This design comes from an exercise in tuning for small area and a short achievable clock period on the open sky130 flow, not from production work. At most, simulation tests tie the RTL to the original design; equivalence was not proved. No activity file was given, so power comes from the tool's default toggle rates.

run 1:
==> module s_reg, before the edit <==
module s_reg (clk,
   reset,
   datai,
   datao,
   load,
   up,
   cnt_enb);
input   clk;  
input   reset; 
input   [7:0] datai;  
output  [7:0] datao;  
input   load;  
input   up;  
input   cnt_enb; 
wire    [7:0] datao; 
reg     [7:0] dataol;  
assign datao = dataol; 
wire    [7:0] s_inc; 
wire    [7:0] s_dec; 
genvar  gi;
generate
   for (gi = 0; gi < 8; gi = gi + 1)
      begin : incdec
      if (gi == 0)
         begin : b0
         assign s_inc[0] = ~dataol[0];
         assign s_dec[0] = ~dataol[0];
         end
      else
         begin : bn
         assign s_inc[gi] = dataol[gi] ^ (&dataol[gi - 1:0]);
         assign s_dec[gi] = dataol[gi] ^ ~(|dataol[gi - 1:0]);
         end
      end
endgenerate
always @(posedge clk)
   begin
   if (reset == 1'b 1)
      begin
      dataol <= 8'b 00000000;
      end
   else if (load == 1'b 1 )
      begin
      dataol <= datai;
      end
   else if (cnt_enb == 1'b 1 )
      begin
      dataol <= up == 1'b 1 ? s_inc : s_dec;
      end
   end
endmodule  
==> module m6502alu, before the edit <==
module m6502alu (clk,
   datai,
   datao,
   alu_ctl,
   alu_ctl_nx,
   alu_ld,
   alu2op,
   alu_out,
   alu_bin);
input   clk;
input   [7:0] datai;
input   [7:0] datao;
input   [11:0] alu_ctl;
input   [11:0] alu_ctl_nx;    
input   [2:0] alu_ld;
output  [5:0] alu2op;
output  [7:0] alu_out;
output  [7:0] alu_bin;       
reg     [7:0] jreg;
reg     [7:0] kreg;
reg     [7:0] bx;      
reg     [7:0] log_b;   
function [7:0] addb;
   input [11:0] ctl;
   input [7:0]  k;
   reg   [7:0]  b;
   begin
      b = ctl[7:6] == 2'b00 ? 8'h00 :
          ctl[7:6] == 2'b01 ? {{7{k[7]}}, 1'b1} : k;
      addb = b ^ {8{ctl[0]}};
   end
endfunction
function [7:0] logb;
   input [11:0] ctl;
   input [7:0]  k;
   reg   [7:0]  b;
   begin
      b = ctl[7:6] == 2'b00 ? 8'h00 :
          ctl[7:6] == 2'b01 ? 8'b1 << ctl[10:8] : k;
      logb = ctl[11] ? ~b : b;
   end
endfunction
wire [7:0] kreg_nx = alu_ld[2] ? datai : kreg;
always @(posedge clk) begin
   if (alu_ld[0] | alu_ld[1])
      jreg <= alu_ld[0] ? datai : datao;
   kreg <= kreg_nx;
   bx   <= addb(alu_ctl_nx, kreg_nx);
   log_b <= logb(alu_ctl_nx, kreg_nx);
end
wire       sub    = alu_ctl[0];
wire       cin    = alu_ctl[4];
wire       bcd_en = alu_ctl[3];
wire [1:0] bsel   = alu_ctl[7:6];
wire       addbcd = bcd_en & ~sub;
wire       subbcd = bcd_en & sub;
wire [7:0] p = jreg ^ bx;
wire [7:0] g = jreg & bx;
wire c1 = g[0] | p[0] & cin;
wire c2 = g[1] | p[1] & g[0] | p[1] & p[0] & cin;
wire c3 = g[2] | p[2] & g[1] | p[2] & p[1] & g[0] | p[2] & p[1] & p[0] & cin;
wire c4 = g[3] | p[3] & g[2] | p[3] & p[2] & g[1] | p[3] & p[2] & p[1] & g[0] |
          p[3] & p[2] & p[1] & p[0] & cin;           
wire [3:0] sl = p[3:0] ^ {c3, c2, c1, cin};
wire       sl_ge10 = sl[3] & (sl[2] | sl[1]);
wire lo_a6 = addbcd & (c4 | sl_ge10);
wire lo_aa = subbcd & ~c4;
wire [3:0] lo6 = {sl[3] ^ (sl[2] | sl[1]), ~(sl[2] ^ sl[1]), ~sl[1], sl[0]};
wire [3:0] loa = {~(sl[3] ^ (sl[2] & sl[1])), sl[2] ^ sl[1], ~sl[1], sl[0]};
wire [3:0] out_lo = lo_aa ? loa : lo_a6 ? lo6 : sl;
wire       cin4l = addbcd & sl_ge10;
wire h5g = g[4];
wire h5p = p[4];
wire h6g = g[5] | p[5] & g[4];
wire h6p = p[5] & p[4];
wire h7g = g[6] | p[6] & g[5] | p[6] & p[5] & g[4];
wire h7p = p[6] & p[5] & p[4];
wire h8g = g[7] | p[7] & g[6] | p[7] & p[6] & g[5] | p[7] & p[6] & p[5] & g[4];
wire h8p = p[7] & p[6] & p[5] & p[4];
wire [4:0] hs0 = {h8g,       p[7:4] ^ {h7g, h6g, h5g, 1'b0}};
wire [4:0] hs1 = {h8g | h8p, p[7:4] ^ {h7g | h7p, h6g | h6p, h5g | h5p, 1'b1}};
function [4:0] hi_bcd;    
   input [4:0] hs;
   input       m;
   input       aen;
   input       sen;
   reg         hadj, hadj_sub;
   reg   [3:0] hb;
   reg   [4:0] hf;
   begin
      hadj     = aen & (hs[4] | hs[3] & (hs[2] | hs[1] | m & hs[0]));
      hadj_sub = sen & ~hs[4];
      hb       = hadj_sub ? 4'b1010 : hadj ? 4'b0110 : 4'b0000;
      hf       = {1'b0, hs[3:0]} + {1'b0, hb} + {4'b0, m};
      hi_bcd   = {hs[4] | hf[4] & ~hadj_sub, hf[3:0]};
   end
endfunction
wire [4:0] hs  = c4 ? hs1 : hs0;
wire [4:0] hsel = hi_bcd(hs, cin4l, addbcd, subbcd);
wire [3:0] out_hi   = hsel[3:0];
wire       bcd_cout = hsel[4];
wire       add_cout = c4 ? hs1[4] : hs0[4];
wire       add_out7 = c4 ? hs1[3] : hs0[3];
wire [2:0] log_ctl = alu_ctl[2:0];
wire [7:0] log_out = log_ctl == 3'b010 ? {jreg[6:0], cin} :
                     log_ctl == 3'b011 ? {cin, jreg[7:1]} :
                     log_ctl == 3'b100 ? jreg & log_b :
                     log_ctl == 3'b101 ? jreg | log_b :
                     log_ctl == 3'b110 ? jreg ^ log_b :
                     ~jreg & log_b;
wire log_cout = log_ctl == 3'b010 ? jreg[7] : jreg[0];
wire arith = alu_ctl[2:1] == 2'b00;
wire [7:0] alu_outl = alu_ctl[5] ? 8'h00 :
                      arith ? {out_hi, out_lo} : log_out;
assign alu_out = alu_outl;
wire [3:0] hbin_s = c4 ? hs1[3:0] : hs0[3:0];
assign alu_bin = alu_ctl[5] ? 8'h00 :
                 arith ? {hbin_s, sl} : log_out;
wire alu_cout  = arith ? bcd_cout : log_cout;
wire z_flag    = alu_outl == 8'h00;
wire n_flag    = alu_outl[7];
wire v_flag    = (~sub ^ jreg[7] ^ kreg[7]) & (add_out7 ^ jreg[7]);
wire bra_carry = add_cout ^ kreg[7] ^ (&jreg);
assign alu2op = {n_flag, v_flag, add_cout, bra_carry, z_flag, alu_cout};
endmodule  
clock: 10.0 ns
lec_check: 0
abc_area: 1
cap_margin: 20
core_margin: 2
core_utilization: 40
place_density: 0.6
setup_slack_margin: 5
slew_margin: 20
standard.sh (not shown) runs the stock make flow with config.mk's settings and CLKGATE_MAP_FILE= SYNTH_SCRIPT=/design/flow/synth_recipe.tcl, a recipe that flattens the netlist after the stock synthesis.
==> flow/flow/run.sh <==
#!/bin/bash
set -e
cp standard.sh standard_copy.sh.txt
export BUFFER_PORTS_ARGS="-buffer_cell sky130_fd_sc_hd__buf_4"
bash standard.sh > standard.log 2>&1
In summary, run 1 completed successfully, with a layout that passed the timing, DRC and antenna checks.
--- input diff run 1..run 2 ---
--- a/flow/design.v
+++ b/flow/design.v
@@ -266,24 +266,6 @@
 wire    [7:0] datao; 
 reg     [7:0] dataol;  
 assign datao = dataol; 
-wire    [7:0] s_inc; 
-wire    [7:0] s_dec; 
-genvar  gi;
-generate
-   for (gi = 0; gi < 8; gi = gi + 1)
-      begin : incdec
-      if (gi == 0)
-         begin : b0
-         assign s_inc[0] = ~dataol[0];
-         assign s_dec[0] = ~dataol[0];
-         end
-      else
-         begin : bn
-         assign s_inc[gi] = dataol[gi] ^ (&dataol[gi - 1:0]);
-         assign s_dec[gi] = dataol[gi] ^ ~(|dataol[gi - 1:0]);
-         end
-      end
-endgenerate
 always @(posedge clk)
    begin
    if (reset == 1'b 1)
@@ -294,9 +276,17 @@
       begin
       dataol <= datai;
       end
-   else if (cnt_enb == 1'b 1 )
+   else if (cnt_enb == 1'b 1 & up == 1'b 1 )
+      begin
+      dataol <= dataol + 1;
+      end
+   else if (cnt_enb == 1'b 1 & up == 1'b 0 )
+      begin
+      dataol <= dataol - 1;
+      end
+   else
       begin
-      dataol <= up == 1'b 1 ? s_inc : s_dec;
+      dataol <= dataol;
       end
    end
 endmodule  
@@ -525,8 +515,11 @@
       hi_bcd   = {hs[4] | hf[4] & ~hadj_sub, hf[3:0]};
    end
 endfunction
-wire [4:0] hs  = c4 ? hs1 : hs0;
-wire [4:0] hsel = hi_bcd(hs, cin4l, addbcd, subbcd);
+wire [4:0] h00 = hi_bcd(hs0, 1'b0, addbcd, subbcd);
+wire [4:0] h01 = hi_bcd(hs0, 1'b1, addbcd, subbcd);
+wire [4:0] h10 = hi_bcd(hs1, 1'b0, addbcd, subbcd);
+wire [4:0] h11 = hi_bcd(hs1, 1'b1, addbcd, subbcd);
+wire [4:0] hsel = c4 ? (cin4l ? h11 : h10) : (cin4l ? h01 : h00);
 wire [3:0] out_hi   = hsel[3:0];
 wire       bcd_cout = hsel[4];
 wire       add_cout = c4 ? hs1[4] : hs0[4];
The flow did not stop early for run 2: all stages ran, and the layout cleared the timing, DRC and antenna checks.
Run 2: core utilization 0.84 points below run 1
Per the comparison of run 2 with run 1, average footprint of a synthesized cell has increased; number of design-rule violations left by the first detailed-router iteration has remained practically unchanged; cell area has increased; area of the multi-input gates has increased.
When run 2 is set beside run 1, its average vias per placed instance turns out to be 0.50% smaller.
met1 track utilization from global routing ended up 2.0 points lower on run 2 than on run 1.
Simple-gate share of the synthesized area: run 1 and run 2 compared, lower one is run 2
A top routing layer in use of met5 is what run 1 shows, while met4 belongs to run 2.
Area growth from synthesis to layout was lower in run 2 than in run 1.
STATUS maximum frequency: run 2 loses against run 1
Global-route wire length before repair for run 2 is lower than for run 1.
Of the two values seen for slowest cell on the critical path, sky130_fd_sc_hd__fa_1 was produced by run 2 and sky130_fd_sc_hd__edfxtp_1 by run 1.

---

m6502_org again, from the RTL that the note above started with.
==> flow/config.mk <==
export PLATFORM = sky130hd
export DESIGN_NAME = m6502_org
export DESIGN_NICKNAME = m6502_org
export VERILOG_FILES = /design/flow/design.v
export SDC_FILE = /design/flow/constraint.sdc
export NUM_CORES = 4
export LEC_CHECK = 0
export ABC_AREA = 1
export CAP_MARGIN = 20
export CORE_MARGIN = 2
export CORE_UTILIZATION = 40
export PLACE_DENSITY = 0.6
export SETUP_SLACK_MARGIN = 5
export SLEW_MARGIN = 20
==> flow/constraint.sdc <==
create_clock -name core_clock -period 10.0 [get_ports {clk}]
set_input_delay 2.0000 -clock core_clock [delete_from_list [all_inputs] [get_ports {clk}]]
set_output_delay 2.0000 -clock core_clock [all_outputs]
set_load 0.01 [all_outputs]
==> flow/flow/run.sh <==
#!/bin/bash
set -e
export BUFFER_PORTS_ARGS="-buffer_cell sky130_fd_sc_hd__buf_2"
bash standard.sh > standard.log 2>&1
Edit:
--- a/flow/design.v
+++ b/flow/design.v
@@ -760,19 +760,19 @@
 reg     [11:0] alu_ctl; 
 wire    [2:0] alu_ld; 
 wire    sreg_up; 
 wire    sreg_cen; 
 wire    [6:0] prog_ctl; 
 wire    reset; 
 wire    [6:0] rg_load; 
 reg     [1:0] adl_sel; 
 reg     [3:0] adh_sel; 
-reg     [2:0] domux_sel; 
+wire    [2:0] domux_sel; 
 wire    [7:0] psr; 
 wire    [7:0] opcde; 
 wire    [8:1] cycle; 
 wire    [7:0] opcode;  
 wire    [7:0] opcode_in;  
 wire    opcode_ld;  
 wire    [8:1] state;  
 wire    [8:1] state_in;  
 reg     syncl;  
@@ -1721,34 +1721,37 @@
 op_sel sel_a (.opcode(opcode_in), .state(8'b 00000001),
           .type2_calc(type2_read), .type2_write(type2_calc),
           .adl_sel(adl_sel_a), .adh_sel(adh_sel_a), .domux_sel(domux_sel_a), .vpa(vpa_a));
 op_sel sel_b (.opcode(opcode), .state({state[7:1], 1'b 0}),
           .type2_calc(type2_read), .type2_write(type2_calc),
           .adl_sel(adl_sel_b), .adh_sel(adh_sel_b), .domux_sel(domux_sel_b), .vpa(vpa_b));
 op_sel sel_c (.opcode(BRK), .state(state),
           .type2_calc(type2_calc), .type2_write(type2_write),
           .adl_sel(adl_sel_c), .adh_sel(adh_sel_c), .domux_sel(domux_sel_c), .vpa(vpa_c));
+op_sel sel_d (.opcode(opcode), .state(state),
+          .type2_calc(type2_calc), .type2_write(type2_write),
+          .adl_sel(), .adh_sel(), .domux_sel(domux_sel), .vpa());
 always @(posedge clk)
    begin : selr
    if (rdy == 1'b 1)
       begin
       if (opcode_ld == 1'b 1)
          begin
-         adl_sel <= adl_sel_a; adh_sel <= adh_sel_a; domux_sel <= domux_sel_a; vpa <= vpa_a;
+         adl_sel <= adl_sel_a; adh_sel <= adh_sel_a; vpa <= vpa_a;
          end
       else
          begin
-         adl_sel <= adl_sel_b; adh_sel <= adh_sel_b; domux_sel <= domux_sel_b; vpa <= vpa_b;
+         adl_sel <= adl_sel_b; adh_sel <= adh_sel_b; vpa <= vpa_b;
          end
       end
    else if (opcode_ld == 1'b 1)
       begin
-      adl_sel <= adl_sel_c; adh_sel <= adh_sel_c; domux_sel <= domux_sel_c; vpa <= vpa_c;
+      adl_sel <= adl_sel_c; adh_sel <= adh_sel_c; vpa <= vpa_c;
       end
    end
 wire    sync_b;
 op_sync syn_b (.opcode(opcode_ld == 1'b 1 ? BRK : opcode),
           .state(rdy == 1'b 1 ? {state[7:1], 1'b 0} : state),
           .psr(psr_nx),
           .z_flag_f(rdy == 1'b 1 ? alu2op[1] : z_flag_f),
           .branch_carry_f(rdy == 1'b 1 ? alu2op[2] : branch_carry_f),
           .type1_calc(rdy == 1'b 1 ? type1_read : type1_calc),
Outcome:
- wire length rose by 10%
- area after synthesis fell by 0.65%
- cell area rose by 15%
- worst setup slack gets worse by 0.61 ns
- clock-buffer cell count rose by 2
- final cell count rose by 7.5%
- power rose by 21%
- hold slack gets worse by 0.0034 ns
- sequential power rose by about 4%
- non-clock buffer count rose by 169
- combinational power rose by 45%
- clock skew rose by 0.015 ns
Only the layout flow was run in the second run of this note; the RTL was not checked for function there.

---

## alpha
Another version of the RTL of m6502_org (not shown whole).
Size: ~2,100 cells after synthesis, ~170 flip-flops, ~42 I/O pins, ~14,000 µm² of cells after synthesis.
==> module s_reg, before the edit <==
module s_reg (clk,
   reset,
   datai,
   datao,
   load,
   up,
   cnt_enb);
input   clk;  
input   reset; 
input   [7:0] datai;  
output  [7:0] datao;  
input   load;  
input   up;  
input   cnt_enb; 
wire    [7:0] datao; 
reg     [7:0] dataol;  
assign datao = dataol; 
always @(posedge clk)
   begin
   if (reset == 1'b 1)
      begin
      dataol <= 8'b 00000000;
      end
   else if (load == 1'b 1 )
      begin
      dataol <= datai;
      end
   else if (cnt_enb == 1'b 1 & up == 1'b 1 )
      begin
      dataol <= dataol + 1;
      end
   else if (cnt_enb == 1'b 1 & up == 1'b 0 )
      begin
      dataol <= dataol - 1;
      end
   else
      begin
      dataol <= dataol;
      end
   end
endmodule  
clock: 10.0 ns
lec_check: 0
abc_area: 1
cap_margin: 20
core_margin: 2
core_utilization: 40
place_density: 0.6
setup_slack_margin: 5
slew_margin: 20
==> flow/flow/run.sh <==
#!/bin/bash
set -e
cp standard.sh standard_copy.sh.txt
export BUFFER_PORTS_ARGS="-buffer_cell sky130_fd_sc_hd__buf_2"
bash standard.sh > standard.log 2>&1
## Diff of input files: beta against alpha
--- a/flow/design.v
+++ b/flow/design.v
@@ -265,8 +265,26 @@
 input   cnt_enb; 
 wire    [7:0] datao; 
 reg     [7:0] dataol;  
 assign datao = dataol; 
+wire    [7:0] s_inc; 
+wire    [7:0] s_dec; 
+genvar  gi;
+generate
+   for (gi = 0; gi < 8; gi = gi + 1)
+      begin : incdec
+      if (gi == 0)
+         begin : b0
+         assign s_inc[0] = ~dataol[0];
+         assign s_dec[0] = ~dataol[0];
+         end
+      else
+         begin : bn
+         assign s_inc[gi] = dataol[gi] ^ (&dataol[gi - 1:0]);
+         assign s_dec[gi] = dataol[gi] ^ ~(|dataol[gi - 1:0]);
+         end
+      end
+endgenerate
 always @(posedge clk)
    begin
    if (reset == 1'b 1)
       begin
@@ -275,19 +293,11 @@
    else if (load == 1'b 1 )
       begin
       dataol <= datai;
       end
-   else if (cnt_enb == 1'b 1 & up == 1'b 1 )
-      begin
-      dataol <= dataol + 1;
-      end
-   else if (cnt_enb == 1'b 1 & up == 1'b 0 )
-      begin
-      dataol <= dataol - 1;
-      end
-   else
+   else if (cnt_enb == 1'b 1 )
       begin
-      dataol <= dataol;
+      dataol <= up == 1'b 1 ? s_inc : s_dec;
       end
    end
 endmodule  
 `timescale 1 ns / 1 ns  
Findings:
- Per the final summary, beta finished and its layout is clean on timing, DRC and antenna.
- Comparing count of clock-buffer cells in the layout for beta and alpha, the bigger number came from alpha.
- | part of the cycle the worst path needs | beta vs alpha | ≈ equal |
- Logic depth of the worst register-to-register path came out higher on beta than on alpha.
- Higher worst slack at placement goes to beta over alpha.
- Side by side, maximum fanout along the worst path turned out higher in beta than in alpha.
- Critical path endpoint: datao[0] -> beta, addr[14] -> alpha
- beta has final critical path time including I/O delays and setup below what alpha had.
- Going from alpha to beta, post-synthesis to final-layout area growth shrinks by 1.1 points.
- Maximum achievable frequency delta (alpha -> beta): insignificant
- The lower final instance count without filler cells came out of beta.
- alpha → beta: total power has decreased, net count after synthesis now sits lower, wire length of the first global-routing pass shows a reduction of about 0.7%, maximum number of pins on one net before global-route repair dropped 8.
Only the layout flow was run in alpha; the RTL was not checked for function there.

-- separate check: timing with driven ports --
No port has a modelled driver above. Below, the same layouts with a new extraction and two added sets of constraints.
Step 1: set_driving_cell puts a clkbuf_16 on clk and a buf_2 on each other input, an assumption about the parent block.
Step 2, shift: input delay + t, output delay - t, t = (earliest + latest rising clock arrival at the registers) / 2. This alone moves slack from input paths to output paths.
Three values: no drivers, after step 1, after step 2; two values: the first two.
run | t, ns | setup slack, ns | worst hold slack (ns) | pins driven straight from the clock port
run 1 | 0.506 | 5.145 / 5.089 / 4.689 | 0.362 / 0.362 / 0.362 | 1
run 2 | 0.502 | 5.095 / 5.035 / 4.899 | 0.358 / 0.358 / 0.358 | 1
the first run of note 2 | 0.499 | 5.107 / 5.051 / 4.883 | 0.358 / 0.358 / 0.358 | 1
the second run of note 2 | 0.504 | 4.497 / 4.446 / 4.630 | 0.355 / 0.355 / 0.355 | 1
alpha | 0.503 | 5.102 / 5.049 / 4.735 | 0.355 / 0.355 / 0.355 | 1
beta | 0.499 | 5.107 / 5.051 / 4.883 | 0.358 / 0.358 / 0.358 | 1
After both steps every run listed still meets setup and hold. For run 1, which loses most, drivers alone change the setup slack by -0.056 ns; drivers and shift together by -0.456 ns.
